Context: an optimization exercise on an open-source flow, tuned for small area and a short achievable clock period. The choices shown serve that exercise and are no tape-out recipe. At most, simulation tests tie the RTL to the original design; equivalence was not proved. For runs 1 and 2, only the layout was checked, not whether the RTL still works. No activity file was given, so power comes from the tool's default toggle rates.

$ cat design/flow/run.sh
#!/bin/bash
# synth_recipe.tcl (not shown) runs the flow's synth.tcl, then flattens the netlist and writes it again
# the make line also repeats each setting of config.mk as NAME=value (left out here)
make -C /OpenROAD-flow-scripts/flow DESIGN_CONFIG=/design/flow/config.mk WORK_HOME=/design/flow/orfs CLKGATE_MAP_FILE= SYNTH_SCRIPT=/design/flow/synth_recipe.tcl finish
$ cat design/flow/config.mk
export PLATFORM = sky130hd
export DESIGN_NAME = fifo
export DESIGN_NICKNAME = fifo
export VERILOG_FILES = /design/flow/design.v
export SDC_FILE = /design/flow/constraint.sdc
export NUM_CORES = 4
export LEC_CHECK = 0
export CAP_MARGIN = 20
export CORE_MARGIN = 2
export CORE_UTILIZATION = 65
export CTS_CLUSTER_DIAMETER = 80
export CTS_CLUSTER_SIZE = 24
export SETUP_SLACK_MARGIN = 1.5
export SLEW_MARGIN = 20
$ cat design/flow/constraint.sdc
create_clock -name core_clock -period 3.2 [get_ports {clk}]
set_input_delay 0.6400 -clock core_clock [delete_from_list [all_inputs] [get_ports {clk}]]
set_output_delay 0.6400 -clock core_clock [all_outputs]
set_load 0.01 [all_outputs]
$ cat design/flow/design.v
`timescale 1ns / 1ps
module fifo
#
(
	parameter		depth = 60,
	parameter		width = 8
)
(
	input				clk,
	input				rst_n,
	input				wr_en,
	input	[width-1:0]	data_in,
	input				rd_en,
	output	[width-1:0]	data_out,
	output				full,
	output				empty
);
localparam		rows = depth / 4;		 
reg	[width-1:0]	bank0	[rows-1:0];
reg	[width-1:0]	bank1	[rows-1:0];
reg	[width-1:0]	bank2	[rows-1:0];
reg	[width-1:0]	bank3	[rows-1:0];
reg	[1:0]		wbank;			 
reg	[1:0]		rbank;			 
reg	[3:0]		n0, n1, n2, n3;	 
reg				full_o;			 
reg				nempty_o;		 
reg				full_i;			 
reg				nempty;			 
reg	[width-1:0]	bq0, bq1, bq2, bq3;	 
reg	[width-1:0]	last_in;		 
reg				fresh;			 
reg	[3:0]		osel;			 
reg	[width-1:0]	rdata;
wire			push = wr_en & ~full_i;
wire			pop  = rd_en & nempty;
wire	[3:0]	wr_k = { 4{ push}} & (4'b0001 << wbank);	 
wire	[3:0]	rd_k = { 4{ pop}}  & (4'b0001 << rbank);	 
wire	[1:0]	wbank_n = push ? wbank + 2'd1 : wbank;
wire	[1:0]	rbank_n = pop  ? rbank + 2'd1 : rbank;
wire	[3:0]	n_r = (rbank == 2'd0) ? n0 : (rbank == 2'd1) ? n1 : (rbank == 2'd2) ? n2 : n3;
wire	[3:0]	n_w = (wbank == 2'd0) ? n0 : (wbank == 2'd1) ? n1 : (wbank == 2'd2) ? n2 : n3;
wire			one  = (wbank == rbank + 2'd1) && (n_r == 4'd1);
wire			most = (rbank == wbank + 2'd1) && (n_w == rows-1);
wire			empty_n = push ? 1'b0 : (pop ? one : ~nempty);
wire			full_n  = pop  ? 1'b0 : (push ? most : full_i);
wire			fresh_n = push & (~nempty | (pop & one));
function [3:0] count_k;
	input [3:0] n;
	input       up;
	input       dn;
	begin
		count_k = (up & ~dn) ? n + 4'd1 : (dn & ~up) ? n - 4'd1 : n;
	end
endfunction
always@(posedge clk or negedge rst_n)
begin
	if(!rst_n) begin
		wbank    <= 2'd0;
		rbank    <= 2'd0;
		n0       <= 4'd0;
		n1       <= 4'd0;
		n2       <= 4'd0;
		n3       <= 4'd0;
		full_o   <= 1'b0;
		nempty_o <= 1'b0;
		full_i   <= 1'b0;
		nempty   <= 1'b0;
	end else begin
		wbank    <= wbank_n;
		rbank    <= rbank_n;
		n0       <= count_k(n0, wr_k[0], rd_k[0]);
		n1       <= count_k(n1, wr_k[1], rd_k[1]);
		n2       <= count_k(n2, wr_k[2], rd_k[2]);
		n3       <= count_k(n3, wr_k[3], rd_k[3]);
		full_o   <= ~pop & (push ? most : full_o);
		nempty_o <= push | (pop ? ~one : nempty_o);
		full_i   <= full_n;
		nempty   <= ~empty_n;
	end
end
integer i;
always@(posedge clk)
begin
	if(wr_k[0]) begin
		for(i = rows-1; i > 0; i = i - 1)
			bank0[i] <= bank0[i-1];
		bank0[0] <= data_in;
	end
	if(wr_k[1]) begin
		for(i = rows-1; i > 0; i = i - 1)
			bank1[i] <= bank1[i-1];
		bank1[0] <= data_in;
	end
	if(wr_k[2]) begin
		for(i = rows-1; i > 0; i = i - 1)
			bank2[i] <= bank2[i-1];
		bank2[0] <= data_in;
	end
	if(wr_k[3]) begin
		for(i = rows-1; i > 0; i = i - 1)
			bank3[i] <= bank3[i-1];
		bank3[0] <= data_in;
	end
end
wire	[16*width-1:0]	flat0, flat1, flat2, flat3;
genvar g;
generate
	for(g = 0; g < 16; g = g + 1) begin : flat
		assign flat0[g*width +: width] = bank0[(g == 0) ? 0 : g-1];
		assign flat1[g*width +: width] = bank1[(g == 0) ? 0 : g-1];
		assign flat2[g*width +: width] = bank2[(g == 0) ? 0 : g-1];
		assign flat3[g*width +: width] = bank3[(g == 0) ? 0 : g-1];
	end
endgenerate
wire	[width-1:0]	rd0 = flat0[n0*width +: width];
wire	[width-1:0]	rd1 = flat1[n1*width +: width];
wire	[width-1:0]	rd2 = flat2[n2*width +: width];
wire	[width-1:0]	rd3 = flat3[n3*width +: width];
always@(posedge clk)
begin
	bq0     <= rd0;
	bq1     <= rd1;
	bq2     <= rd2;
	bq3     <= rd3;
	last_in <= data_in;
	fresh   <= fresh_n;
	osel    <= fresh_n ? 4'b0000 : (4'b0001 << rbank_n);
end
always@(posedge clk)
begin
	rdata <= ({ width{ fresh}} & last_in)
	       | ({ width{ osel[0]}} & bq0) | ({ width{ osel[1]}} & bq1)
	       | ({ width{ osel[2]}} & bq2) | ({ width{ osel[3]}} & bq3);
end
assign	data_out = rdata;
assign	empty    = ~nempty_o;
assign	full     = full_o;
endmodule
==> flow_metrics.env, run 1 <==
export IMPL_run_status="finished clean"
export IMPL_endpoint_kind="register"
export IMPL_route_final_wire_length_um=41400
export IMPL_nets=1156
export IMPL_rows=66
export IMPL_max_slew_margin_rel=0.379
export IMPL_core_area_sq_mm=0.0323
export IMPL_final_cell_area_sq_mm=0.0244
export IMPL_clock_insertion_delay_at_the_later_pin_of_the_skew_report_ps=560
export IMPL_timing_critical_path_from_type="register"
export IMPL_mean_cell_area_of_the_mapped_netlist_sq_um=21.4
export IMPL_grt_busiest_layer="met2"
export IMPL_chipHeight_um=185
export IMPL_ctsRootBufferMaster="sky130_fd_sc_hd__clkbuf_16"
export IMPL_layout_area_overhead_vs_synth_pct=15.4
export IMPL_critical_path_buf_inv_count=2
export IMPL_grt_setup_unrepaired="true"
export IMPL_ctsLongestPathBuffers=3
export IMPL_finalWeightedCongestion=0.770
export IMPL_cp_common_cell="sky130_fd_sc_hd__ha_4"
export IMPL_upper_clock_frequency_limit_mhz=470
export IMPL_summed_negative_setup_slack_over_all_endpoints_ps=0
export IMPL_synth_top_flop_cell="sky130_fd_sc_hd__edfxtp_1"
export IMPL_synth_largest_area_cell="sky130_fd_sc_hd__edfxtp_1"
export IMPL_via_count=9951
export IMPL_viasPerCell=6.29
export IMPL_place_area_sq_mm=0.0220
export IMPL_total_power_uw=23700
export IMPL_grt_first_pass_wirelength_um=61300
export IMPL_drtAntennaViolNets=0
export IMPL_cts_buffers_inserted=27
export IMPL_share_of_the_synthesized_area_in_the_top_cell_type=0.680
export IMPL_wl_per_cell_um=26.2
export IMPL_cp_cell_sequence="buf_6 -> ha_4 -> and2_4 -> ha_4 -> inv_4 -> ha_4 -> a21o_1 -> a21oi_2 -> mux2i_1 -> xnor2_1"
export IMPL_worst_path_max_delay_cell="sky130_fd_sc_hd__dfrtp_1"
export IMPL_cts_tree="yes"
export IMPL_cts_htree_levels=1
export IMPL_setup_violations=0
export IMPL_drt_first_iter_violations=1130
export IMPL_horiz_die_dim_um=185
export IMPL_drive_gt1_frac=0.326
export IMPL_worst_path_largest_cell_delay_ps=420
export IMPL_vias_in_the_first_global_route=10200
export IMPL_port_buffers=21
export IMPL_minimum_hold_slack_ps=441
export IMPL_maxSlewViolCount=0
export IMPL_gr_usage_met3=0.0316
export IMPL_p_leak_uw=0.00819
export IMPL_use_met2=0.386
export IMPL_type_of_the_setup_path_with_the_least_slack="register to register"
export IMPL_synth_top_cells_by_area="sky130_fd_sc_hd__edfxtp_1 (68%), sky130_fd_sc_hd__mux4_2 (12%), sky130_fd_sc_hd__dfxtp_1 (5.0%), sky130_fd_sc_hd__dfrtp_1 (2.8%), sky130_fd_sc_hd__mux4_1 (2.0%)"
export IMPL_ys_seq_elements=557
export IMPL_timing_final_crit_share=0.665
export IMPL_worstPathRequired_ps=3620
export IMPL_layout_min_cycle_time_ps=2130
export IMPL_antennaDiodeCount=0
export IMPL_maximum_number_of_pins_on_one_net_before_global_route_repair=121
export IMPL_number_of_flops_mapped_to_enable_cells_by_yosys=480
export IMPL_syn_instance_count=992
export IMPL_clk_pin_slew_ps=100
export IMPL_grt_usage=0.242
export IMPL_critical_path_top_delay_family="adder cells"
export IMPL_synth_warnings=5
export IMPL_dpl_hpwl_um=22100
export IMPL_worstHoldPathType="register to register"
export IMPL_first_pass_iters=8
export IMPL_ioPinCount=22
export IMPL_critPathMaxFanout=3
export IMPL_power_density_mw_per_mm2=969
export IMPL_antenna_violations_before_repair=0
export IMPL_syn_cell_area_sq_mm=0.0212
export IMPL_fillerInstances=1743
export IMPL_tightestPinTransition_ps=931
export IMPL_die_area_sq_mm=0.0341
export IMPL_fin_skew_ps=13.1
export IMPL_grt_util_met1=0.365
export IMPL_hold_viol_final=0
export IMPL_worst_ir_drop_vdd_mv=0.563
export IMPL_synth_distinct_cells=45
export IMPL_max_cap_viol_count=0
export IMPL_initial_utilization=0.656
export IMPL_ys_async_sr_fraction=0.0431
export IMPL_yosysSeqAreaShare=0.759
export IMPL_post_route_drc_count=0
export IMPL_cts_sink_count=557
export IMPL_syn_nets=1028
export IMPL_grt_remaining_overflow=0
export IMPL_cp_data_arrival_time_ps=2550
[sequential cells by signal, summed over array words and instances, names as in the netlist, 2 cells and up]
signal,cells
n2,4
bank0,120
rbank,2
bq2,8
n0,4
wbank,2
n1,4
bank1,120
last_in,8
bank3,120
rdata,8
osel,4
bq1,8
bank2,120
bq0,8
n3,4
bq3,8
[routing by layer]
layer / part of all wire / vias up
met3: 0.059 / 59
met4: 0.024 / 0
met5: 0 / -
met1: 0.42 / 5272
li1: - / 4295
met2: 0.50 / 325
[worst register-to-register path, cell delays in order, from the launching register on]
cell and delay, ps:
sky130_fd_sc_hd__dfrtp_1 420, sky130_fd_sc_hd__buf_6 150, sky130_fd_sc_hd__ha_4 150, sky130_fd_sc_hd__and2_4 160, sky130_fd_sc_hd__ha_4 160, sky130_fd_sc_hd__inv_4 70, sky130_fd_sc_hd__ha_4 190, sky130_fd_sc_hd__a21o_1 190
sky130_fd_sc_hd__a21oi_2 160, sky130_fd_sc_hd__mux2i_1 240, sky130_fd_sc_hd__xnor2_1 90
[final cells by class]
class | count | area, sq um | share of cell area
Sequential cell | 557 | 16100 | 0.659
Multi-Input combinational cell | 373 | 5000 | 0.205
Timing Repair Buffer | 149 | 1940 | 0.0792
Clock buffer | 47 | 761 | 0.0311
Tap cell | 442 | 553 | 0.0226
Inverter | 12 | 57.6 | 0.00235
Clock inverter | 2 | 21.3 | 0.000870
[Yosys cell counts (all sizes together) (2+ instances only)]
cell and count:
mux2 4, inv 12, dfxtp 53, nand3 2, mux4 128, a22oi 9
mux2i 37, ha 20, and2 6, o2111ai 2, nand2 24, nor2 42
o21ai 7, dfrtp 24, buf 19, nand2b 2, nand4b 2, xnor2 16
fa 4, clkbuf 31, a222oi 8, and4b 2, nor4b 2, edfxtp 480
a21oi 41, a21o 4
[cells by family after synthesis]
kind of cell               Yosys count  synth area share
AOI/OAI and AO/OA                   78            0.0236
muxes                              169             0.159
adders and majority gates           24            0.0156
xor gates and xnor gates            17           0.00703
buffers and inverters               62            0.0176
DFF                                557             0.759
and+or+nand+nor                     85            0.0188
[stage by stage]
step / util / std cells / setup WS, ps
final: 0.757 / 1582 / 1070
after global routing: 0.757 / 1582 / 1010
after CTS: 0.742 / 1556 / 1130
after detailed placement: 0.682 / 1424 / 176
after global placement: 0.682 / 1424 / 302
after floorplan: - / 992 / 209
[placed cells by master (no fill, tap or decap), types with 5 or more instances in the layout]
cell type,instances
sky130_fd_sc_hd__buf_16,16
sky130_fd_sc_hd__a22oi_1,8
sky130_fd_sc_hd__buf_2,7
sky130_fd_sc_hd__inv_4,5
sky130_fd_sc_hd__o21ai_1,5
sky130_fd_sc_hd__clkbuf_1,19
sky130_fd_sc_hd__clkbuf_16,36
sky130_fd_sc_hd__and2_4,5
sky130_fd_sc_hd__clkdlybuf4s50_1,9
sky130_fd_sc_hd__a21oi_1,35
sky130_fd_sc_hd__a222oi_1,8
sky130_fd_sc_hd__edfxtp_1,480
sky130_fd_sc_hd__dfrtp_4,5
sky130_fd_sc_hd__ha_1,5
sky130_fd_sc_hd__dfxtp_1,49
sky130_fd_sc_hd__nor2_1,42
sky130_fd_sc_hd__mux4_2,126
sky130_fd_sc_hd__buf_4,61
sky130_fd_sc_hd__buf_12,15
sky130_fd_sc_hd__nand2_1,21
sky130_fd_sc_hd__xnor2_1,13
sky130_fd_sc_hd__buf_6,26
sky130_fd_sc_hd__dfrtp_1,9
sky130_fd_sc_hd__ha_4,15
sky130_fd_sc_hd__a21oi_2,6
sky130_fd_sc_hd__mux2i_1,36
sky130_fd_sc_hd__dfrtp_2,10
[path summary, 6_finish.rpt]
kind	from	endpoint	slack, ps	cells past startpoint
min in group asynchronous	rst_n	n0[0]	470	2
min reg2reg	bank3[7][6]	bank3[8][6]	440	0
max in group asynchronous	rst_n	n3[1]	2440	2
min	bank3[7][6]	bank3[8][6]	440	0
max reg2reg	wbank[0]	n1[3]	1070	10
max	wbank[0]	n1[3]	1070	10
[where the power goes]
group	switching (uW)	leakage (uW)	internal [uW]
combinational	3720	0.00270	4840
clock	2130	0.000374	1640
sequential	1280	0.00512	10100
[repair_timing]
item | 4_1_cts | 5_1_grt
gates resized for setup | 134 | 31
endpoints found under the hold margin | 0 | 0
hold buffers | 0 | 0
buffers inserted | 70 | 16
pin swaps | 19 | 21
cloned | 13 | 10
setup endpoints to repair | 543 | 536
==> run 2: changes to the inputs <==
--- a/design/flow/design.v
+++ b/design/flow/design.v
@@ -29,2 +29,4 @@
 reg				nempty;			 
+reg	[3:0]		s0, s1, s2, s3;	 
+reg	[1:0]		sn0, sn1, sn2, sn3;	 
 reg	[width-1:0]	bq0, bq1, bq2, bq3;	 
@@ -40,6 +42,8 @@
 wire	[1:0]	rbank_n = pop  ? rbank + 2'd1 : rbank;
-wire	[3:0]	n_r = (rbank == 2'd0) ? n0 : (rbank == 2'd1) ? n1 : (rbank == 2'd2) ? n2 : n3;
-wire	[3:0]	n_w = (wbank == 2'd0) ? n0 : (wbank == 2'd1) ? n1 : (wbank == 2'd2) ? n2 : n3;
-wire			one  = (wbank == rbank + 2'd1) && (n_r == 4'd1);
-wire			most = (rbank == wbank + 2'd1) && (n_w == rows-1);
+wire	[3:0]	one_k  = { (n3 == 4'd1) && (n0 == 4'd0), (n2 == 4'd1) && (n3 == 4'd0),
+			   (n1 == 4'd1) && (n2 == 4'd0), (n0 == 4'd1) && (n1 == 4'd0)};
+wire	[3:0]	most_k = { (n3 == rows-1) && (n0 == rows), (n2 == rows-1) && (n3 == rows),
+			   (n1 == rows-1) && (n2 == rows), (n0 == rows-1) && (n1 == rows)};
+wire			one  = one_k[rbank];
+wire			most = most_k[wbank];
 wire			empty_n = push ? 1'b0 : (pop ? one : ~nempty);
@@ -55,2 +59,6 @@
 endfunction
+wire	[3:0]	n0_n = count_k(n0, wr_k[0], rd_k[0]);
+wire	[3:0]	n1_n = count_k(n1, wr_k[1], rd_k[1]);
+wire	[3:0]	n2_n = count_k(n2, wr_k[2], rd_k[2]);
+wire	[3:0]	n3_n = count_k(n3, wr_k[3], rd_k[3]);
 always@(posedge clk or negedge rst_n)
@@ -71,6 +79,6 @@
 		rbank    <= rbank_n;
-		n0       <= count_k(n0, wr_k[0], rd_k[0]);
-		n1       <= count_k(n1, wr_k[1], rd_k[1]);
-		n2       <= count_k(n2, wr_k[2], rd_k[2]);
-		n3       <= count_k(n3, wr_k[3], rd_k[3]);
+		n0       <= n0_n;
+		n1       <= n1_n;
+		n2       <= n2_n;
+		n3       <= n3_n;
 		full_o   <= ~pop & (push ? most : full_o);
@@ -115,8 +123,20 @@
 endgenerate
-wire	[width-1:0]	rd0 = flat0[n0*width +: width];
-wire	[width-1:0]	rd1 = flat1[n1*width +: width];
-wire	[width-1:0]	rd2 = flat2[n2*width +: width];
-wire	[width-1:0]	rd3 = flat3[n3*width +: width];
+wire	[3:0]	t0 = { s0[3:2], ~sn0};
+wire	[3:0]	t1 = { s1[3:2], ~sn1};
+wire	[3:0]	t2 = { s2[3:2], ~sn2};
+wire	[3:0]	t3 = { s3[3:2], ~sn3};
+wire	[width-1:0]	rd0 = { flat0[t0*width+4 +: 4], flat0[s0*width +: 4]};
+wire	[width-1:0]	rd1 = { flat1[t1*width+4 +: 4], flat1[s1*width +: 4]};
+wire	[width-1:0]	rd2 = { flat2[t2*width+4 +: 4], flat2[s2*width +: 4]};
+wire	[width-1:0]	rd3 = { flat3[t3*width+4 +: 4], flat3[s3*width +: 4]};
 always@(posedge clk)
 begin
+	s0      <= n0_n;
+	s1      <= n1_n;
+	s2      <= n2_n;
+	s3      <= n3_n;
+	sn0     <= ~n0_n[1:0];
+	sn1     <= ~n1_n[1:0];
+	sn2     <= ~n2_n[1:0];
+	sn3     <= ~n3_n[1:0];
 	bq0     <= rd0;
==> run 2 against run 1 <==
- still clean on timing, DRC and antenna
- non-clock buffer count shrank 56
- utilization shrank 1.7 points
- sequential power grew 4%
- highest routed layer unchanged
- routed wire length shrank 6.2%
- worst setup slack gained 330 ps
==> flow_metrics.env, run 2 <==
export IMPL_die_area_sq_mm=0.0349
export IMPL_timing_final_crit_share=0.561
export IMPL_cts_buffers_inserted=28
export IMPL_power_density_mw_per_mm2=923
export IMPL_synth_top_cells_by_area="sky130_fd_sc_hd__edfxtp_1 (66%), sky130_fd_sc_hd__mux4_2 (10%), sky130_fd_sc_hd__dfxtp_1 (7.1%), sky130_fd_sc_hd__dfrtp_1 (2.8%), sky130_fd_sc_hd__mux2i_1 (1.7%)"
export IMPL_ys_seq_elements=581
export IMPL_worstHoldPathType="register to register"
export IMPL_port_buffers=21
export IMPL_dpl_hpwl_um=23700
export IMPL_mean_cell_area_of_the_mapped_netlist_sq_um=19.0
export IMPL_grt_usage=0.224
export IMPL_share_of_the_synthesized_area_in_the_top_cell_type=0.663
export IMPL_post_route_drc_count=0
export IMPL_synth_largest_area_cell="sky130_fd_sc_hd__edfxtp_1"
export IMPL_clk_pin_slew_ps=90
export IMPL_worst_ir_drop_vdd_mv=0.648
export IMPL_ctsRootBufferMaster="sky130_fd_sc_hd__clkbuf_16"
export IMPL_wl_per_cell_um=23.1
export IMPL_mostFrequentLayoutCell="sky130_fd_sc_hd__edfxtp_1"
export IMPL_syn_cell_area_sq_mm=0.0217
export IMPL_synth_distinct_cells=46
export IMPL_multi_input_comb_area_sq_mm=0.00507
export IMPL_initial_utilization=0.665
export IMPL_core_area_sq_mm=0.0327
export IMPL_maximum_number_of_pins_on_one_net_before_global_route_repair=41
export IMPL_rows=66
export IMPL_timing_critical_path_from_type="register"
export IMPL_vias_in_the_first_global_route=10400
export IMPL_horiz_die_dim_um=187
export IMPL_fin_skew_ps=15.2
export IMPL_p_leak_uw=0.00814
export IMPL_setup_violations=0
export IMPL_antenna_violations_before_repair=2
export IMPL_finalWeightedCongestion=0.887
export IMPL_ioPinCount=22
export IMPL_yosysSeqAreaShare=0.762
export IMPL_cts_sink_count=581
export IMPL_run_status="finished clean"
export IMPL_syn_instance_count=1141
export IMPL_layout_area_seq_sq_mm=0.0166
export IMPL_grt_remaining_overflow=0
export IMPL_grt_setup_unrepaired="true"
export IMPL_cts_htree_levels=1
export IMPL_syn_nets=1181
export IMPL_drtAntennaViolNets=0
export IMPL_drive_gt1_frac=0.226
export IMPL_postLayoutCoreUtil=0.740
export IMPL_first_pass_iters=6
export IMPL_chipHeight_um=187
export IMPL_max_cap_viol_count=0
export IMPL_cp_data_arrival_time_ps=1150
export IMPL_r2r_slack_ps=1440
export IMPL_ctsLongestPathBuffers=3
export IMPL_type_of_the_setup_path_with_the_least_slack="register to output pin"
export IMPL_maxSlewViolCount=0
export IMPL_yosysMostFrequentCell="sky130_fd_sc_hd__edfxtp_1"
export IMPL_number_of_flops_mapped_to_enable_cells_by_yosys=480
export IMPL_max_slew_margin_rel=0.355
export IMPL_layout_min_cycle_time_ps=1790
export IMPL_cts_tree="yes"
export IMPL_upper_clock_frequency_limit_mhz=557
export IMPL_tightestPinTransition_ps=967
export IMPL_endpoint_kind="output pin"
export IMPL_synthTopCellsByCount="sky130_fd_sc_hd__edfxtp_1 (480), sky130_fd_sc_hd__mux4_2 (97), sky130_fd_sc_hd__dfxtp_1 (77), sky130_fd_sc_hd__nand2_1 (53)"
export IMPL_drt_first_iter_violations=1102
export IMPL_via_count=10500
export IMPL_synth_warnings=5
export IMPL_antennaDiodeCount=0
export IMPL_grt_first_pass_wirelength_um=60600
export IMPL_viasPerCell=6.27
export IMPL_summed_negative_setup_slack_over_all_endpoints_ps=0
export IMPL_nets=1255
export IMPL_ys_async_sr_fraction=0.0413
export IMPL_fillerInstances=1919
export IMPL_layout_area_overhead_vs_synth_pct=11.4
export IMPL_hold_viol_final=0
export IMPL_mostFrequentLayoutCells="sky130_fd_sc_hd__edfxtp_1 (480), sky130_fd_sc_hd__mux4_2 (99), sky130_fd_sc_hd__dfxtp_1 (66)"
export IMPL_finalNonFillerCells=1679
export IMPL_clock_insertion_delay_at_the_later_pin_of_the_skew_report_ps=580
export IMPL_critPathMaxFanout=2
export IMPL_worstPathRequired_ps=2560
export IMPL_route_final_wire_length_um=38900
export IMPL_number_of_placed_cells_counting_well_taps=1582
export IMPL_synth_top_flop_cell="sky130_fd_sc_hd__edfxtp_1"
run 2: cell types whose count changed in the layout (fill, tap and decap cells not counted), sizes merged, moves of 14 or more:
cell	before	now
a211oi	1	30
buf	128	80
dfxtp	53	77
mux4	128	99
nand2	24	53
nand3	2	16
o22ai	1	31
run 2: area by class of cell:
class | instances | area share
clock buffer | 49 | 0.0344
clock inverter | 3 | 0.000776
inverter | 19 | 0.00295
multi-input combinational | 492 | 0.210
sequential | 581 | 0.686
tap | 442 | 0.0229
timing repair buffer | 93 | 0.0438
run 2: worst paths after layout:
kind                              from     endpoint  cells after the start
max reg2reg                      n0[0]       nempty                      6
max in group asynchronous        rst_n     wbank[0]                      2
min reg2reg                bank1[5][2]  bank1[6][2]                      0
max                           nempty_o        empty                      2
min                        bank1[5][2]  bank1[6][2]                      0
min in group asynchronous        rst_n        n0[0]                      2
run 2: metal layers:
metal | share of wire | up-vias | track usage
met5 | 0 | - | 0
met4 | 0.024 | 0 | 0.0513
met3 | 0.047 | 64 | 0.0214
met2 | 0.47 | 315 | 0.347
met1 | 0.45 | 5422 | 0.357
li1 | - | 4726 | -
run 2: kinds of logic (layout without fill, tap and decap cells):
kind of cell | after synthesis | count (layout) | share of synthesized area
flops | 581 | 581 | 0.762
compound gates | 170 | 170 | 0.0518
simple gates | 139 | 141 | 0.0290
mux | 135 | 135 | 0.120
buf+inv | 70 | 164 | 0.0145
fa+ha+maj | 28 | 28 | 0.0161
xor+xnor | 18 | 18 | 0.00725
run 2: worst max-delay path, stage by stage (launching register included):
cell	delay [ps]
sky130_fd_sc_hd__dfrtp_1	420
sky130_fd_sc_hd__inv_2	80
sky130_fd_sc_hd__buf_6	100
run 2: stage by stage:
| step | cell area (sq um) | power, uW | hold slack, ps | setup WS, ps |
|---|---|---|---|---|
| 2_1_floorplan | 21800 | 15700 | 344 | 830 |
| 3_3_place_gp | 22600 | 17600 | 423 | 472 |
| 3_5_place_dp | 22600 | 17700 | 427 | 476 |
| 4_1_cts | 23900 | 22100 | 449 | 1380 |
| 5_1_grt | 24200 | 23500 | 456 | 1360 |
| 6_report | 24200 | 22300 | 444 | 1410 |
run 2: what timing repair did:
| item | 4_1_cts | 5_1_grt |
|---|---|---|
| buffers inserted | 24 | 13 |
| resized for setup | 101 | 42 |
| endpoints found under the setup margin | 527 | 286 |
| pin swaps | 13 | 14 |
| hold buffers | 0 | 0 |
| gates cloned | 7 | 1 |
run 2: where the power goes:
group	total, uW	internal, uW	switching, uW
logic	6580	3270	3310
registers	11800	10400	1380
clock network	4000	1790	2210
==> run 3: changes to the inputs <==
--- a/design/flow/design.v
+++ b/design/flow/design.v
@@ -51,2 +51,48 @@
 wire			fresh_n = push & (~nempty | (pop & one));
+function [3:0] inc4;
+	input [3:0] n;
+	begin
+		case(n)
+		4'd0: inc4 = 4'd1;
+		4'd1: inc4 = 4'd2;
+		4'd2: inc4 = 4'd3;
+		4'd3: inc4 = 4'd4;
+		4'd4: inc4 = 4'd5;
+		4'd5: inc4 = 4'd6;
+		4'd6: inc4 = 4'd7;
+		4'd7: inc4 = 4'd8;
+		4'd8: inc4 = 4'd9;
+		4'd9: inc4 = 4'd10;
+		4'd10: inc4 = 4'd11;
+		4'd11: inc4 = 4'd12;
+		4'd12: inc4 = 4'd13;
+		4'd13: inc4 = 4'd14;
+		4'd14: inc4 = 4'd15;
+		4'd15: inc4 = 4'd0;
+		endcase
+	end
+endfunction
+function [3:0] dec4;
+	input [3:0] n;
+	begin
+		case(n)
+		4'd0: dec4 = 4'd15;
+		4'd1: dec4 = 4'd0;
+		4'd2: dec4 = 4'd1;
+		4'd3: dec4 = 4'd2;
+		4'd4: dec4 = 4'd3;
+		4'd5: dec4 = 4'd4;
+		4'd6: dec4 = 4'd5;
+		4'd7: dec4 = 4'd6;
+		4'd8: dec4 = 4'd7;
+		4'd9: dec4 = 4'd8;
+		4'd10: dec4 = 4'd9;
+		4'd11: dec4 = 4'd10;
+		4'd12: dec4 = 4'd11;
+		4'd13: dec4 = 4'd12;
+		4'd14: dec4 = 4'd13;
+		4'd15: dec4 = 4'd14;
+		endcase
+	end
+endfunction
 function [3:0] count_k;
@@ -56,3 +102,3 @@
 	begin
-		count_k = (up & ~dn) ? n + 4'd1 : (dn & ~up) ? n - 4'd1 : n;
+		count_k = (up & ~dn) ? inc4(n) : (dn & ~up) ? dec4(n) : n;
 	end
==> run 3 against run 2 <==
- worst setup slack lost 7.2 ps
- routed wire length grew 0.85%
- hold slack lost 7.8 ps
- non-clock buffer count grew 15
- die area is essentially flat
- total power grew 0.96%
- sequential cell count is the same
- fmax shrank 0.40%
- critical path type unchanged
==> flow_metrics.env, run 3 <==
export IMPL_run_status="finished clean"
export IMPL_syn_nets=1151
export IMPL_syn_instance_count=1115
export IMPL_layout_min_cycle_time_ps=1800
export IMPL_upper_clock_frequency_limit_mhz=555
export IMPL_timing_final_crit_share=0.563
export IMPL_ys_async_sr_fraction=0.0413
export IMPL_synth_largest_area_cell="sky130_fd_sc_hd__edfxtp_1"
export IMPL_hold_path_depth=0
export IMPL_hold_viol_final=0
export IMPL_drtAntennaViolNets=0
export IMPL_max_cap_viol_count=0
export IMPL_core_area_sq_mm=0.0327
export IMPL_power_share_combinational=0.300
export IMPL_chipHeight_um=187
export IMPL_setup_violations=0
export IMPL_worstHoldPathType="register to register"
export IMPL_r2r_worst_path_cells=3
export IMPL_drt_first_iter_violations=1008
export IMPL_synth_top_flop_cell="sky130_fd_sc_hd__edfxtp_1"
export IMPL_mostFrequentLayoutCells="sky130_fd_sc_hd__edfxtp_1 (480), sky130_fd_sc_hd__mux4_2 (107), sky130_fd_sc_hd__dfxtp_1 (61)"
export IMPL_vias_in_the_first_global_route=10300
export IMPL_place_area_sq_mm=0.0226
export IMPL_placement_stage_worst_setup_slack_ps=467
export IMPL_nets=1237
export IMPL_clk_pin_slew_ps=90
export IMPL_clock_power_share=0.176
export IMPL_maximum_number_of_pins_on_one_net_before_global_route_repair=44
export IMPL_synthTopCellsByCount="sky130_fd_sc_hd__edfxtp_1 (480), sky130_fd_sc_hd__mux4_2 (107), sky130_fd_sc_hd__dfxtp_1 (77), sky130_fd_sc_hd__a21oi_1 (47), sky130_fd_sc_hd__mux2i_1 (40)"
export IMPL_timing_critical_path_from_type="register"
export IMPL_clock_insertion_delay_at_the_later_pin_of_the_skew_report_ps=580
export IMPL_layout_area_overhead_vs_synth_pct=12.0
export IMPL_p_seq_frac=0.524
export IMPL_power_density_mw_per_mm2=928
export IMPL_synth_warnings=5
export IMPL_minimum_hold_slack_ps=436
export IMPL_viasPerCell=6.16
export IMPL_p_leak_uw=0.00817
export IMPL_ioPinCount=22
export IMPL_synth_top_cells_by_area="sky130_fd_sc_hd__edfxtp_1 (66%), sky130_fd_sc_hd__mux4_2 (11%), sky130_fd_sc_hd__dfxtp_1 (7.1%), sky130_fd_sc_hd__dfrtp_1 (2.8%), sky130_fd_sc_hd__mux2i_1 (1.8%)"
export IMPL_fillerInstances=1935
export IMPL_yosysSeqAreaShare=0.762
export IMPL_dpl_hpwl_um=23100
export IMPL_share_of_the_synthesized_area_in_the_top_cell_type=0.663
export IMPL_fin_skew_ps=14.7
export IMPL_cts_sink_count=581
export IMPL_worstPathRequired_ps=2560
export IMPL_worst_ir_drop_vdd_mv=0.533
export IMPL_yosysMostFrequentCell="sky130_fd_sc_hd__edfxtp_1"
export IMPL_die_area_sq_mm=0.0349
export IMPL_antenna_violations_before_repair=3
export IMPL_port_buffers=21
export IMPL_synth_distinct_cells=42
export IMPL_ys_seq_elements=581
export IMPL_grt_usage=0.228
export IMPL_via_count=10300
export IMPL_syn_cell_area_sq_mm=0.0217
export IMPL_grt_first_pass_wirelength_um=61200
export IMPL_wl_per_cell_um=23.5
export IMPL_multi_input_comb_area_sq_mm=0.00501
export IMPL_total_power_uw=22600
export IMPL_initial_utilization=0.664
export IMPL_layout_area_seq_sq_mm=0.0166
export IMPL_p_int_uw=15700
export IMPL_post_route_drc_count=0
export IMPL_critPathMaxFanout=2
export IMPL_antennaDiodeCount=0
export IMPL_drive_gt1_frac=0.255
export IMPL_route_final_wire_length_um=39200
export IMPL_ctsLongestPathBuffers=3
export IMPL_tightestPinTransition_ps=908
export IMPL_cts_htree_levels=1
export IMPL_cp_data_arrival_time_ps=1160
export IMPL_endpoint_kind="output pin"
export IMPL_final_critical_path_setup_slack_ps=1400
export IMPL_grt_remaining_overflow=0
export IMPL_cts_buffers_inserted=28
export IMPL_type_of_the_setup_path_with_the_least_slack="register to output pin"
export IMPL_power_switching_uw=6850
export IMPL_horiz_die_dim_um=187
export IMPL_first_pass_iters=6
export IMPL_max_slew_margin_rel=0.395
export IMPL_ctsRootBufferMaster="sky130_fd_sc_hd__clkbuf_16"
export IMPL_number_of_flops_mapped_to_enable_cells_by_yosys=480
export IMPL_maxSlewViolCount=0
export IMPL_rows=66
export IMPL_finalWeightedCongestion=0.808
export IMPL_cts_tree="yes"
export IMPL_final_cell_area_sq_mm=0.0243
export IMPL_mostFrequentLayoutCell="sky130_fd_sc_hd__edfxtp_1"
export IMPL_sw_frac_of_total=0.304
export IMPL_grt_setup_unrepaired="true"
export IMPL_mean_cell_area_of_the_mapped_netlist_sq_um=19.5
run 3: cell types whose count changed after synthesis, moves of 5 or more:
cell / before / now
sky130_fd_sc_hd__o22ai_1: 31 / 20
sky130_fd_sc_hd__mux4_2: 97 / 107
sky130_fd_sc_hd__a211oi_1: 30 / 18
sky130_fd_sc_hd__nand2_1: 53 / 38
sky130_fd_sc_hd__buf_2: 11 / 17
sky130_fd_sc_hd__nand3_1: 16 / 11
sky130_fd_sc_hd__a21oi_1: 41 / 47
run 3: cells by family after synthesis:
group,Yosys count,synth area share
flops,581,0.762
compound gates,148,0.0445
mux,147,0.129
simple gates,119,0.0254
buf+inv,78,0.0176
fa+ha+maj,24,0.0138
xor+xnor,18,0.00726
run 3: area by class of cell:
| cell class | count | area share |
|---|---|---|
| repair buffers | 108 | 0.0506 |
| repair inverters | 1 | 0.000309 |
| inverters | 22 | 0.00365 |
| multi-input cells | 459 | 0.206 |
| flip-flops and latches | 581 | 0.683 |
| clock buffers | 49 | 0.0330 |
| well taps | 442 | 0.0227 |
| clock inverters | 3 | 0.00103 |
run 3: final timing paths:
| path | startpoint | end | slack (ps) |
|---|---|---|---|
| worst min-delay path | bank2[8][6] | bank2[9][6] | 440 |
| max in group asynchronous | rst_n | wbank[0] | 2430 |
| worst max register to register | s0[0] | bq0[1] | 1460 |
| worst min register to register | bank2[8][6] | bank2[9][6] | 440 |
| worst max-delay path | nempty_o | empty | 1400 |
| min in group asynchronous | rst_n | n1[2] | 450 |
run 3: critical path, stage by stage, from the launching register on:
cell and delay [ps]:
sky130_fd_sc_hd__dfrtp_1 400, sky130_fd_sc_hd__inv_2 80, sky130_fd_sc_hd__buf_6 100
run 3: through the flow:
stage / cells / utilization / TNS (ps)
after floorplan: 1115 / - / -192
after global placement: 1555 / 0.691 / 0
after detailed placement: 1555 / 0.691 / 0
after CTS: 1639 / 0.732 / 0
after global routing: 1665 / 0.744 / 0
final: 1665 / 0.744 / 0
run 3: timing repair:
action,in CTS,in global routing
hold buffers,0,0
cloned,9,3
endpoints found under the setup margin,543,387
pin swaps,6,12
gates resized for setup,113,39
buffers inserted,23,23
run 3: per-layer routing:
layer / track usage / vias up / wire, um / part of all wire
met5: 0 / - / 0 / 0
met4: 0.0534 / 0 / 877 / 0.022
met1: 0.354 / 5324 / 17800 / 0.45
li1: - / 4647 / - / -
met2: 0.357 / 242 / 18800 / 0.48
met3: 0.0240 / 50 / 1740 / 0.044
run 3: power groups by stage:
stage	combinational [uW]	clock, uW	sequential, uW
after global placement	5650	0	12000
final	6760	3970	11800
after global routing	7290	4320	12100
after detailed placement	5700	0	12000
after CTS	6320	4060	11900
after floorplan	4730	0	11100
==> run 4: changes to the inputs <==
--- a/design/flow/config.mk
+++ b/design/flow/config.mk
@@ -12,3 +12,3 @@
 export CTS_CLUSTER_SIZE = 24
-export SETUP_SLACK_MARGIN = 1.5
+export SETUP_SLACK_MARGIN = 1.4
 export SLEW_MARGIN = 20
==> run 4 against run 3 <==
- synthesized cell count is the same
- via count shrank 2.6%
- non-clock buffer count shrank 37
- sequential power is essentially flat
- final cell count shrank 2.3%
- sequential share of layout area grew 1.6 points
- synthesized area is the same
- first-iteration DRC count shrank 1.2%
- critical path depth is the same
- clock-buffer cell count grew 1
- hold slack lost 13 ps
- combinational power shrank 12%
==> flow_metrics.env, run 4 <==
export IMPL_endpoint_kind="output pin"
export IMPL_number_of_placed_cells_counting_well_taps=1548
export IMPL_clock_insertion_delay_at_the_later_pin_of_the_skew_report_ps=600
export IMPL_wl_per_cell_um=22.9
export IMPL_endpoint="empty"
export IMPL_finalNonFillerCells=1626
export IMPL_critical_path_startpoint="nempty_o"
export IMPL_vias_in_the_first_global_route=9907
export IMPL_yosysMostFrequentCell="sky130_fd_sc_hd__edfxtp_1"
export IMPL_synth_distinct_cells=42
export IMPL_worst_ir_drop_vdd_mv=0.587
export IMPL_drtAntennaViolNets=0
export IMPL_layout_min_cycle_time_ps=1840
export IMPL_p_leak_uw=0.00792
export IMPL_syn_nets=1151
export IMPL_synth_top_flop_cell="sky130_fd_sc_hd__edfxtp_1"
export IMPL_route_final_wire_length_um=37200
export IMPL_nets=1197
export IMPL_cts_buffers_inserted=28
export IMPL_cp_data_arrival_time_ps=1200
export IMPL_timing_final_crit_share=0.575
export IMPL_final_cell_area_sq_mm=0.0237
export IMPL_grt_setup_unrepaired="true"
export IMPL_maxSlewViolCount=0
export IMPL_mean_cell_area_of_the_mapped_netlist_sq_um=19.5
export IMPL_synth_largest_area_cell="sky130_fd_sc_hd__edfxtp_1"
export IMPL_cts_tree="yes"
export IMPL_place_area_sq_mm=0.0225
export IMPL_worstPathRequired_ps=2560
export IMPL_post_route_drc_count=0
export IMPL_syn_cell_area_sq_mm=0.0217
export IMPL_synthTopCellsByCount="sky130_fd_sc_hd__edfxtp_1 (480), sky130_fd_sc_hd__mux4_2 (107), sky130_fd_sc_hd__dfxtp_1 (77), sky130_fd_sc_hd__a21oi_1 (47), sky130_fd_sc_hd__mux2i_1 (40)"
export IMPL_first_pass_iters=5
export IMPL_number_of_flops_mapped_to_enable_cells_by_yosys=480
export IMPL_synth_top_cells_by_area="sky130_fd_sc_hd__edfxtp_1 (66%), sky130_fd_sc_hd__mux4_2 (11%), sky130_fd_sc_hd__dfxtp_1 (7.1%), sky130_fd_sc_hd__dfrtp_1 (2.8%), sky130_fd_sc_hd__mux2i_1 (1.8%)"
export IMPL_initial_utilization=0.664
export IMPL_antenna_violations_before_repair=1
export IMPL_ioPinCount=22
export IMPL_viasPerCell=6.15
export IMPL_mostFrequentLayoutCell="sky130_fd_sc_hd__edfxtp_1"
export IMPL_type_of_the_setup_path_with_the_least_slack="register to output pin"
export IMPL_mostFrequentLayoutCells="sky130_fd_sc_hd__edfxtp_1 (480), sky130_fd_sc_hd__mux4_2 (107), sky130_fd_sc_hd__dfxtp_1 (66)"
export IMPL_worstHoldPathType="input port to asynchronous set/reset pin"
export IMPL_ctsLongestPathBuffers=3
export IMPL_ys_async_sr_fraction=0.0413
export IMPL_finalWeightedCongestion=0.821
export IMPL_grt_remaining_overflow=0
export IMPL_rows=66
export IMPL_horiz_die_dim_um=187
export IMPL_grt_first_pass_wirelength_um=58200
export IMPL_setup_violations=0
export IMPL_grt_usage=0.217
export IMPL_ys_seq_elements=581
export IMPL_ctsRootBufferMaster="sky130_fd_sc_hd__clkbuf_16"
export IMPL_r2r_slack_ps=1420
export IMPL_via_count=9997
export IMPL_max_slew_margin_rel=0.431
export IMPL_upper_clock_frequency_limit_mhz=543
export IMPL_summed_negative_setup_slack_over_all_endpoints_ps=0
export IMPL_fillerInstances=1989
export IMPL_share_of_the_synthesized_area_in_the_top_cell_type=0.663
export IMPL_synth_warnings=5
export IMPL_drt_first_iter_violations=996
export IMPL_hold_viol_final=0
export IMPL_power_density_mw_per_mm2=916
export IMPL_run_status="finished clean"
export IMPL_max_cap_viol_count=0
export IMPL_die_area_sq_mm=0.0349
export IMPL_cts_sink_count=581
export IMPL_yosysSeqAreaShare=0.762
export IMPL_port_buffers=21
export IMPL_postLayoutCoreUtil=0.726
export IMPL_core_area_sq_mm=0.0327
export IMPL_maximum_number_of_pins_on_one_net_before_global_route_repair=81
export IMPL_layout_area_overhead_vs_synth_pct=9.24
export IMPL_minimum_hold_slack_ps=424
export IMPL_r2r_worst_path_cells=4
export IMPL_critical_path_reg2reg_endpoint="bank0[3][0]"
export IMPL_timing_critical_path_from_type="register"
export IMPL_fin_skew_ps=25.8
export IMPL_critPathMaxFanout=2
export IMPL_drive_gt1_frac=0.204
export IMPL_tightestPinTransition_ps=853
export IMPL_syn_instance_count=1115
export IMPL_r2r_start="wbank[0]"
export IMPL_chipHeight_um=187
export IMPL_dpl_hpwl_um=22900
export IMPL_cts_htree_levels=1
export IMPL_clk_pin_slew_ps=100
run 4: cell counts after synthesis:
Identical to the previous run, type by type.
run 4: kinds of logic after synthesis:
group                      share of synthesized area
and+or+nand+nor                               0.0254
buffers and inverters                         0.0176
AOI/OAI and AO/OA                             0.0445
muxes                                          0.129
adders and majority gates                     0.0138
DFF                                            0.762
xor gates and xnor gates                     0.00726
run 4: cell type report:
cell class	count	area [sq um]	share of cell area
clock buffers	50	783	0.0330
diodes	1	2.50	0.000105
inverters	22	86.3	0.00364
multi-input cells	457	4900	0.206
well taps	442	553	0.0233
flip-flops and latches	581	16600	0.699
clock inverters	2	36.3	0.00153
repair buffers	71	786	0.0331
run 4: critical path, cell delays in order, from the launching register on:
cell	delay (ps)
sky130_fd_sc_hd__dfrtp_1	410
sky130_fd_sc_hd__inv_2	70
sky130_fd_sc_hd__clkbuf_2	130
run 4: worst min path at each step:
stage | start | to | slack (ps) | cells past startpoint
after floorplan | rst_n | full_i | 340 | 0
after detailed placement | bank0[13][1] | bank0[14][1] | 430 | 0
final | rst_n | full_o | 420 | 2
after global placement | bank2[7][6] | bank2[8][6] | 420 | 0
after global routing | rst_n | n3[1] | 450 | 2
after CTS | rst_n | wbank[0] | 430 | 2
run 4: through the flow:
step	power (uW)	worst slack, ps
2_1_floorplan	15800	-75.8
3_3_place_gp	17500	519
4_1_cts	21700	1170
3_5_place_dp	17600	533
6_report	21700	1360
5_1_grt	22900	1310
run 4: routing by layer:
layer  global-route usage  vias to the layer above  share of wire
met3               0.0317                       49          0.046
met1                0.346                     5176           0.46
li1                     -                     4567              -
met5                    0                        -              0
met2                0.330                      205           0.47
met4               0.0418                        0          0.020
run 4: report_power, final:
part           internal (uW)  switching, uW
logic                   3070           2850
registers              10400           1500
clock network           1690           2220
total                  15200           6570
run 4: timing repair:
item / CTS / global route
hold endpoints to repair: 0 / 0
hold buffers: 0 / 0
gates resized for setup: 62 / 37
endpoints found under the setup margin: 485 / 424
pin swaps: 2 / 5
setup buffers: 3 / 16
gates cloned: 5 / 1
==> run 5: changes to the inputs <==
==> design/flow/flow/run.sh (new file) <==
#!/bin/bash
# The standard layout, with power recovery after global routing: cells on
# paths with positive slack are downsized, which also gives back area.
set -euo pipefail
export RECOVER_POWER=100
bash standard.sh > standard.log 2>&1
==> design/flow/standard.sh (new file) <==
#!/bin/bash
# synth_recipe.tcl (not shown) runs the flow's synth.tcl, then flattens the netlist and writes it again
# the make line also repeats each setting of config.mk as NAME=value (left out here)
make -C /OpenROAD-flow-scripts/flow DESIGN_CONFIG=/design/flow/config.mk WORK_HOME=/design/flow/orfs CLKGATE_MAP_FILE= SYNTH_SCRIPT=/design/flow/synth_recipe.tcl "${@:-finish}"
--- a/design/flow/config.mk
+++ b/design/flow/config.mk
@@ -10,5 +10,5 @@
 export CORE_UTILIZATION = 65
-export CTS_CLUSTER_DIAMETER = 80
-export CTS_CLUSTER_SIZE = 24
-export SETUP_SLACK_MARGIN = 1.4
+export CTS_CLUSTER_DIAMETER = 60
+export CTS_CLUSTER_SIZE = 30
+export SETUP_SLACK_MARGIN = 1.45
 export SLEW_MARGIN = 20
removed: design/flow/run.sh
==> run 5 against run 4 <==
- the layout now fails its checks (capacitance limit, slew limit)
- combinational power rose by 3%
- hold slack gained 13 ps
- non-clock buffer count grew 23
- synthesized cell count unchanged
- clock-buffer cell count down 9
- final cell count rose by 2.3%
- fmax down 23%
- synthesized area did not move
- total power up 5.0%
- via count grew 3.5%
- register-to-register slack lost 600 ps
- critical path type is now input port to register
==> flow_metrics.env, run 5 <==
export IMPL_sw_frac_of_total=0.304
export IMPL_ioPinCount=22
export IMPL_grt_first_pass_wirelength_um=60100
export IMPL_wl_per_cell_um=23.2
export IMPL_syn_cell_area_sq_mm=0.0217
export IMPL_ys_seq_elements=581
export IMPL_grt_setup_unrepaired="true"
export IMPL_nets=1231
export IMPL_vias_in_the_first_global_route=10300
export IMPL_multi_input_comb_area_sq_mm=0.00487
export IMPL_worst_ir_drop_vdd_mv=0.723
export IMPL_setup_violations=0
export IMPL_clock_power_share=0.215
export IMPL_critPathMaxFanout=18
export IMPL_yosysSeqAreaShare=0.762
export IMPL_holdBufCountCts=0
export IMPL_port_buffers=21
export IMPL_viasPerCell=6.22
export IMPL_via_count=10300
export IMPL_fin_skew_ps=29.6
export IMPL_number_of_flops_mapped_to_enable_cells_by_yosys=480
export IMPL_mostFrequentLayoutCells="sky130_fd_sc_hd__edfxtp_1 (480), sky130_fd_sc_hd__mux4_2 (107), sky130_fd_sc_hd__dfxtp_1 (71)"
export IMPL_critical_path_startpoint="wr_en"
export IMPL_cts_buffers_inserted=37
export IMPL_max_slew_margin_rel=-0.0743
export IMPL_maxSlewViolCount=25
export IMPL_synth_distinct_cells=42
export IMPL_p_seq_frac=0.519
export IMPL_first_pass_iters=5
export IMPL_cp_data_arrival_time_ps=2660
export IMPL_synth_largest_area_cell="sky130_fd_sc_hd__edfxtp_1"
export IMPL_cts_sink_count=581
export IMPL_initial_utilization=0.664
export IMPL_mostFrequentLayoutCell="sky130_fd_sc_hd__edfxtp_1"
export IMPL_clk_pin_slew_ps=90
export IMPL_post_route_drc_count=0
export IMPL_r2r_start="full_i"
export IMPL_endpoint_kind="register"
export IMPL_p_leak_uw=0.00812
export IMPL_power_switching_uw=6940
export IMPL_r2r_slack_ps=820
export IMPL_timing_final_crit_share=0.752
export IMPL_dpl_hpwl_um=23100
export IMPL_total_power_uw=22800
export IMPL_maximum_number_of_pins_on_one_net_before_global_route_repair=86
export IMPL_die_area_sq_mm=0.0349
export IMPL_power_share_combinational=0.266
export IMPL_synth_warnings=5
export IMPL_grt_remaining_overflow=0
export IMPL_synth_top_cells_by_area="sky130_fd_sc_hd__edfxtp_1 (66%), sky130_fd_sc_hd__mux4_2 (11%), sky130_fd_sc_hd__dfxtp_1 (7.1%), sky130_fd_sc_hd__dfrtp_1 (2.8%), sky130_fd_sc_hd__mux2i_1 (1.8%)"
export IMPL_p_int_uw=15900
export IMPL_route_final_wire_length_um=38500
export IMPL_hold_viol_final=0
export IMPL_timing_critical_path_from_type="input port"
export IMPL_synth_top_flop_cell="sky130_fd_sc_hd__edfxtp_1"
export IMPL_layout_min_cycle_time_ps=2410
export IMPL_drtAntennaViolNets=0
export IMPL_drive_gt1_frac=0.208
export IMPL_share_of_the_synthesized_area_in_the_top_cell_type=0.663
export IMPL_core_area_sq_mm=0.0327
export IMPL_minimum_hold_slack_ps=437
export IMPL_layout_area_seq_sq_mm=0.0166
export IMPL_grt_usage=0.223
export IMPL_syn_instance_count=1115
export IMPL_fillerInstances=1964
export IMPL_horiz_die_dim_um=187
export IMPL_clock_insertion_delay_at_the_later_pin_of_the_skew_report_ps=540
export IMPL_synthTopCellsByCount="sky130_fd_sc_hd__edfxtp_1 (480), sky130_fd_sc_hd__mux4_2 (107), sky130_fd_sc_hd__dfxtp_1 (77), sky130_fd_sc_hd__a21oi_1 (47), sky130_fd_sc_hd__mux2i_1 (40)"
export IMPL_cts_tree="yes"
export IMPL_antennaDiodeCount=0
export IMPL_ctsLongestPathBuffers=3
export IMPL_checkFailReasons="capacitance limit, slew limit"
export IMPL_yosysMostFrequentCell="sky130_fd_sc_hd__edfxtp_1"
export IMPL_upper_clock_frequency_limit_mhz=416
export IMPL_power_density_mw_per_mm2=945
export IMPL_antenna_violations_before_repair=3
export IMPL_finalWeightedCongestion=0.808
export IMPL_mean_cell_area_of_the_mapped_netlist_sq_um=19.5
export IMPL_ys_async_sr_fraction=0.0413
export IMPL_worstPathRequired_ps=3460
export IMPL_run_status="complete, but fails checks"
export IMPL_layout_area_overhead_vs_synth_pct=11.2
export IMPL_max_cap_viol_count=1
export IMPL_cts_htree_levels=2
export IMPL_rows=66
export IMPL_ctsRootBufferMaster="sky130_fd_sc_hd__clkbuf_16"
export IMPL_syn_nets=1151
export IMPL_tightestPinTransition_ps=1610
export IMPL_worstHoldPathType="register to register"
export IMPL_timing_hold_worst_start="bank2[4][5]"
export IMPL_drt_first_iter_violations=974
export IMPL_chipHeight_um=187
export IMPL_type_of_the_setup_path_with_the_least_slack="input port to register"
[run 5: cell count changes in the layout (fill, tap and decap cells not counted), moves of 4 or more]
cell,delta
sky130_fd_sc_hd__inv_8,+6
sky130_fd_sc_hd__dfxtp_1,+5
sky130_fd_sc_hd__and2_0,+5
sky130_fd_sc_hd__dlygate4sd3_1,+9
sky130_fd_sc_hd__buf_2,-5
sky130_fd_sc_hd__clkdlybuf4s50_1,-10
sky130_fd_sc_hd__clkbuf_16,+11
sky130_fd_sc_hd__clkinv_1,+5
sky130_fd_sc_hd__inv_6,+4
sky130_fd_sc_hd__buf_16,-4
sky130_fd_sc_hd__buf_12,+4
[run 5: kinds of logic (layout without fill, tap and decap cells)]
kind of cell    Yosys count  count (layout)  share of synthesized area
mux                     147             147                      0.129
xor+xnor                 18              18                    0.00726
simple gates            119             121                     0.0254
compound gates          148             148                     0.0445
buf+inv                  78             182                     0.0176
fa+ha+maj                24              24                     0.0138
flops                   581             581                      0.762
[run 5: area by class of cell]
class / count / share of cell area
flip-flops and latches: 581 / 0.686
multi-input cells: 458 / 0.202
clock buffers: 41 / 0.0394
repair buffers: 94 / 0.0360
well taps: 442 / 0.0229
clock inverters: 24 / 0.00985
inverters: 22 / 0.00347
repair inverters: 1 / 0.000207
[run 5: power by group through the flow]
stage / Sequential (uW) / Clock (uW) / Combinational (uW)
3_5_place_dp: 12000 / 0 / 5700
6_report: 11800 / 4910 / 6070
4_1_cts: 11900 / 5010 / 5950
5_1_grt: 12100 / 5280 / 6590
2_1_floorplan: 11100 / 0 / 4730
3_3_place_gp: 12000 / 0 / 5650
[run 5: critical path: stages]
cell                            delay, ps
sky130_fd_sc_hd__dlygate4sd2_1        270
sky130_fd_sc_hd__nor2b_1              270
sky130_fd_sc_hd__buf_6                220
sky130_fd_sc_hd__and2_0               880
sky130_fd_sc_hd__clkbuf_16            360
[run 5: worst paths after layout]
check,end,cells past startpoint
setup / recovery,bank2[0][5],5
hold / removal,bank2[5][5],0
setup reg to reg,bank2[0][5],4
hold reg to reg,bank2[5][5],0
max in group asynchronous,wbank[0],2
min in group asynchronous,n2[2],2
[run 5: through the flow]
step / utilization / area [sq um] / setup TNS [ps] / worst slack, ps / instances
after detailed placement: 0.691 / 22600 / 0 / 467 / 1555
after floorplan: - / 21800 / -192 / -75.8 / 1115
after global placement: 0.691 / 22600 / 0 / 489 / 1555
after CTS: 0.735 / 24100 / 0 / 1430 / 1640
final: 0.738 / 24100 / 0 / 794 / 1663
after global routing: 0.738 / 24100 / 0 / 740 / 1663
[run 5: per-layer routing]
metal  vias to the layer above  share of wire  GRT usage
met1                      5404           0.46      0.349
li1                       4643              -          -
met3                        57          0.039     0.0257
met4                         0          0.021     0.0534
met5                         -              0          0
met2                       241           0.48      0.345
[run 5: repair_timing]
action                                  in CTS  in global routing
resized for setup                           75                 33
pin swaps                                    5                  5
setup buffers                               16                 19
endpoints found under the setup margin     542                415
cloned                                       4                  4
==> run 6: changes to the inputs <==
==> design/flow/run.sh (new file) <==
#!/bin/bash
# synth_recipe.tcl (not shown) runs the flow's synth.tcl, then flattens the netlist and writes it again
# the make line also repeats each setting of config.mk as NAME=value (left out here)
make -C /OpenROAD-flow-scripts/flow DESIGN_CONFIG=/design/flow/config.mk WORK_HOME=/design/flow/orfs CLKGATE_MAP_FILE= SYNTH_SCRIPT=/design/flow/synth_recipe.tcl finish
--- a/design/flow/config.mk
+++ b/design/flow/config.mk
@@ -12,2 +12,3 @@
 export CTS_CLUSTER_SIZE = 30
+export PLACE_DENSITY = 0.78
 export SETUP_SLACK_MARGIN = 1.45
removed: design/flow/flow/run.sh
removed: design/flow/standard.sh
==> run 6 against run 5 <==
- the run now finishes clean
- final cell count decreased by 0.66%
- fmax grew 37%
- sequential power barely moved
- utilization grew 0.60 points
- register-to-register slack better by 630 ps
- worst setup slack improved by 640 ps
- critical endpoint is now empty
- largest cell class unchanged
- largest power group unchanged
- highest routed layer unchanged
==> flow_metrics.env, run 6 <==
export IMPL_run_status="finished clean"
export IMPL_power_density_mw_per_mm2=950
export IMPL_route_final_wire_length_um=39100
export IMPL_grt_remaining_overflow=0
export IMPL_drt_first_iter_violations=1101
export IMPL_cts_sink_count=581
export IMPL_p_leak_uw=0.00821
export IMPL_synth_distinct_cells=42
export IMPL_tightestPinTransition_ps=859
export IMPL_ctsLongestPathBuffers=3
export IMPL_synth_top_cells_by_area="sky130_fd_sc_hd__edfxtp_1 (66%), sky130_fd_sc_hd__mux4_2 (11%), sky130_fd_sc_hd__dfxtp_1 (7.1%), sky130_fd_sc_hd__dfrtp_1 (2.8%), sky130_fd_sc_hd__mux2i_1 (1.8%)"
export IMPL_upper_clock_frequency_limit_mhz=568
export IMPL_viasPerCell=6.30
export IMPL_chipHeight_um=187
export IMPL_timing_hold_worst_start="bank3[7][3]"
export IMPL_max_slew_margin_rel=0.427
export IMPL_drive_gt1_frac=0.238
export IMPL_antenna_violations_before_repair=1
export IMPL_horiz_die_dim_um=187
export IMPL_critical_path_buf_inv_count=2
export IMPL_number_of_flops_mapped_to_enable_cells_by_yosys=480
export IMPL_yosysSeqAreaShare=0.762
export IMPL_synth_warnings=5
export IMPL_mean_cell_area_of_the_mapped_netlist_sq_um=19.5
export IMPL_number_of_placed_cells_counting_well_taps=1554
export IMPL_syn_instance_count=1115
export IMPL_finalWeightedCongestion=0.853
export IMPL_critical_path_top_delay_family="flip-flops"
export IMPL_clk_pin_slew_ps=90
export IMPL_yosysMostFrequentCell="sky130_fd_sc_hd__edfxtp_1"
export IMPL_finalNonFillerCells=1652
export IMPL_post_route_drc_count=0
export IMPL_drtAntennaViolNets=0
export IMPL_syn_cell_area_sq_mm=0.0217
export IMPL_ys_async_sr_fraction=0.0413
export IMPL_worst_path_largest_cell_delay_ps=420
export IMPL_clock_insertion_delay_at_the_later_pin_of_the_skew_report_ps=540
export IMPL_worst_path_max_delay_cell="sky130_fd_sc_hd__dfrtp_1"
export IMPL_timing_final_crit_share=0.550
export IMPL_hold_path_depth=0
export IMPL_r2r_slack_ps=1450
export IMPL_cts_buffers_inserted=35
export IMPL_mostFrequentLayoutCell="sky130_fd_sc_hd__edfxtp_1"
export IMPL_maxSlewViolCount=0
export IMPL_critPathMaxFanout=2
export IMPL_worst_ir_drop_vdd_mv=0.778
export IMPL_port_buffers=21
export IMPL_initial_utilization=0.664
export IMPL_first_pass_iters=7
export IMPL_cp_cell_sequence="inv_2 -> buf_6"
export IMPL_ctsRootBufferMaster="sky130_fd_sc_hd__clkbuf_16"
export IMPL_ys_seq_elements=581
export IMPL_r2r_worst_path_cells=3
export IMPL_rows=66
export IMPL_ioPinCount=22
export IMPL_grt_usage=0.227
export IMPL_worstPathRequired_ps=2560
export IMPL_share_of_the_synthesized_area_in_the_top_cell_type=0.663
export IMPL_timing_critical_path_from_type="register"
export IMPL_setup_violations=0
export IMPL_layout_area_overhead_vs_synth_pct=12.1
export IMPL_r2r_start="s0[0]"
export IMPL_vias_in_the_first_global_route=10600
export IMPL_die_area_sq_mm=0.0349
export IMPL_synthTopCellsByCount="sky130_fd_sc_hd__edfxtp_1 (480), sky130_fd_sc_hd__mux4_2 (107), sky130_fd_sc_hd__dfxtp_1 (77), sky130_fd_sc_hd__a21oi_1 (47), sky130_fd_sc_hd__mux2i_1 (40)"
export IMPL_dpl_hpwl_um=23800
export IMPL_fin_skew_ps=16.2
export IMPL_synth_top_flop_cell="sky130_fd_sc_hd__edfxtp_1"
export IMPL_wl_per_cell_um=23.6
export IMPL_cts_tree="yes"
export IMPL_hold_path_endpoint="bank3[8][3]"
export IMPL_summed_negative_setup_slack_over_all_endpoints_ps=0
export IMPL_grt_first_pass_wirelength_um=61100
export IMPL_maximum_number_of_pins_on_one_net_before_global_route_repair=39
export IMPL_layout_min_cycle_time_ps=1760
export IMPL_critical_path_startpoint="nempty_o"
export IMPL_worstHoldPathType="register to register"
export IMPL_grt_setup_unrepaired="true"
export IMPL_syn_nets=1151
export IMPL_via_count=10400
export IMPL_holdBufCountCts=0
export IMPL_type_of_the_setup_path_with_the_least_slack="register to output pin"
export IMPL_synth_largest_area_cell="sky130_fd_sc_hd__edfxtp_1"
export IMPL_max_cap_viol_count=0
export IMPL_mostFrequentLayoutCells="sky130_fd_sc_hd__edfxtp_1 (480), sky130_fd_sc_hd__mux4_2 (107), sky130_fd_sc_hd__dfxtp_1 (70)"
export IMPL_cts_htree_levels=2
export IMPL_nets=1218
export IMPL_endpoint_kind="output pin"
export IMPL_cp_data_arrival_time_ps=1120
export IMPL_critical_path_reg2reg_endpoint="bq0[0]"
export IMPL_core_area_sq_mm=0.0327
export IMPL_hold_viol_final=0
==> run 6: changes by cell type in the layout (fill, tap and decap cells not counted), sizes merged, moves of 3 or more <==
| cell | delta |
|---|---|
| clkdlybuf4s50 | +9 |
| clkbuf | -25 |
| buf | +13 |
| clkdlybuf4s25 | -3 |
| dlygate4sd3 | -9 |
==> run 6: what timing repair did <==
action                                  CTS  global route
gates cloned                              7             0
endpoints found under the setup margin  522           375
setup buffers                            17             9
pin swaps                                 3             6
gates resized for setup                  64            40
==> run 6: worst reg2reg max path: cells and delay by family, from the launching register on <==
kind | cells | cell delay, ps
mux | 2 | 1060
flops | 1 | 400
buf+inv | 1 | 150
==> run 6: metrics by stage <==
step                setup WS (ps)  area [sq um]  total power [uW]  hold slack, ps   util
CTS                          1390         24200             23000             439  0.740
global placement              521         22600             17500             423  0.690
detailed placement            473         22600             17700             428  0.690
finish                       1440         24300             23100             436  0.744
global route                 1390         24300             24200             452  0.744
floorplan                   -75.8         21800             15800             344      -
==> run 6: worst max path at each step <==
| stage | endpoint | cells after the start |
|---|---|---|
| 6_report | empty | 2 |
| 5_1_grt | n2[1] | 6 |
| 2_1_floorplan | n3[1] | 5 |
| 3_3_place_gp | n3[1] | 6 |
| 3_5_place_dp | n3[1] | 6 |
| 4_1_cts | empty | 2 |
==> run 6: final cells by class <==
cell class / instances / area [sq um]
Clock inverter: 24 / 288
Antenna cell: 2 / 5.00
Timing Repair inverter: 1 / 7.51
Multi-Input combinational cell: 457 / 4920
Timing Repair Buffer: 84 / 976
Clock buffer: 39 / 933
Inverter: 22 / 86.3
Tap cell: 442 / 553
Sequential cell: 581 / 16600
Fill cell: 1874 / 8360
==> run 6: where the power goes <==
part           total (uW)  internal [uW]  switching [uW]  leakage, uW
sequential          11800          10400            1370      0.00534
combinational        6410           3240            3170      0.00228
clock                4960           2350            2610     0.000585
==> run 6: logic make-up after synthesis <==
logic type | after synthesis | synth area share
DFF | 581 | 0.762
AOI/OAI and AO/OA | 148 | 0.0445
muxes | 147 | 0.129
and+or+nand+nor | 119 | 0.0254
buffers and inverters | 78 | 0.0176
adders and majority gates | 24 | 0.0138
xor gates and xnor gates | 18 | 0.00726
==> run 6: layer usage <==
metal | wire length [um] | vias up | track usage | part of all wire
met4 | 842 | 0 | 0.0589 | 0.022
met1 | 16600 | 5373 | 0.341 | 0.43
met2 | 19200 | 353 | 0.358 | 0.49
li1 | - | 4620 | - | -
met5 | 0 | - | 0 | 0
met3 | 2350 | 55 | 0.0370 | 0.060

## static timing again, ports no longer ideal
In the flow no input, the clock included, has a driving cell. The finished layouts below were timed again as built, in two steps. Step 1 assumes that a clkbuf_16 drives the clock port and a buf_2 every other input. Step 2 moves the port delays by t, midway between the first and last clock arrival at a register: inputs arrive t later, outputs are due t later. That takes back most of the time a late clock gives input paths. Three values: ideal, step 1, step 2; two values: the first two.
run | t, ns | setup slack, ns | worst hold slack (ns)
run 1 | 0.606 | 1.070 / 1.070 / 0.572 | 0.441 / 0.441 / 0.441
run 2 | 0.621 | 1.405 / 1.354 / 0.937 | 0.444 / 0.444 / 0.444
run 3 | 0.630 | 1.398 / 1.343 / 0.991 | 0.436 / 0.423 / 0.436
run 4 | 0.638 | 1.358 / 1.304 / 0.790 | 0.424 / 0.397 / 0.437
run 5 | 0.576 | 0.794 / 0.817 / 0.246 | 0.437 / 0.437 / 0.437
run 6 | 0.580 | 1.439 / 1.389 / 0.949 | 0.436 / 0.436 / 0.436
The setup slack of run 4, which loses most, moves by -0.054 ns with the drivers and by -0.568 ns with both steps.
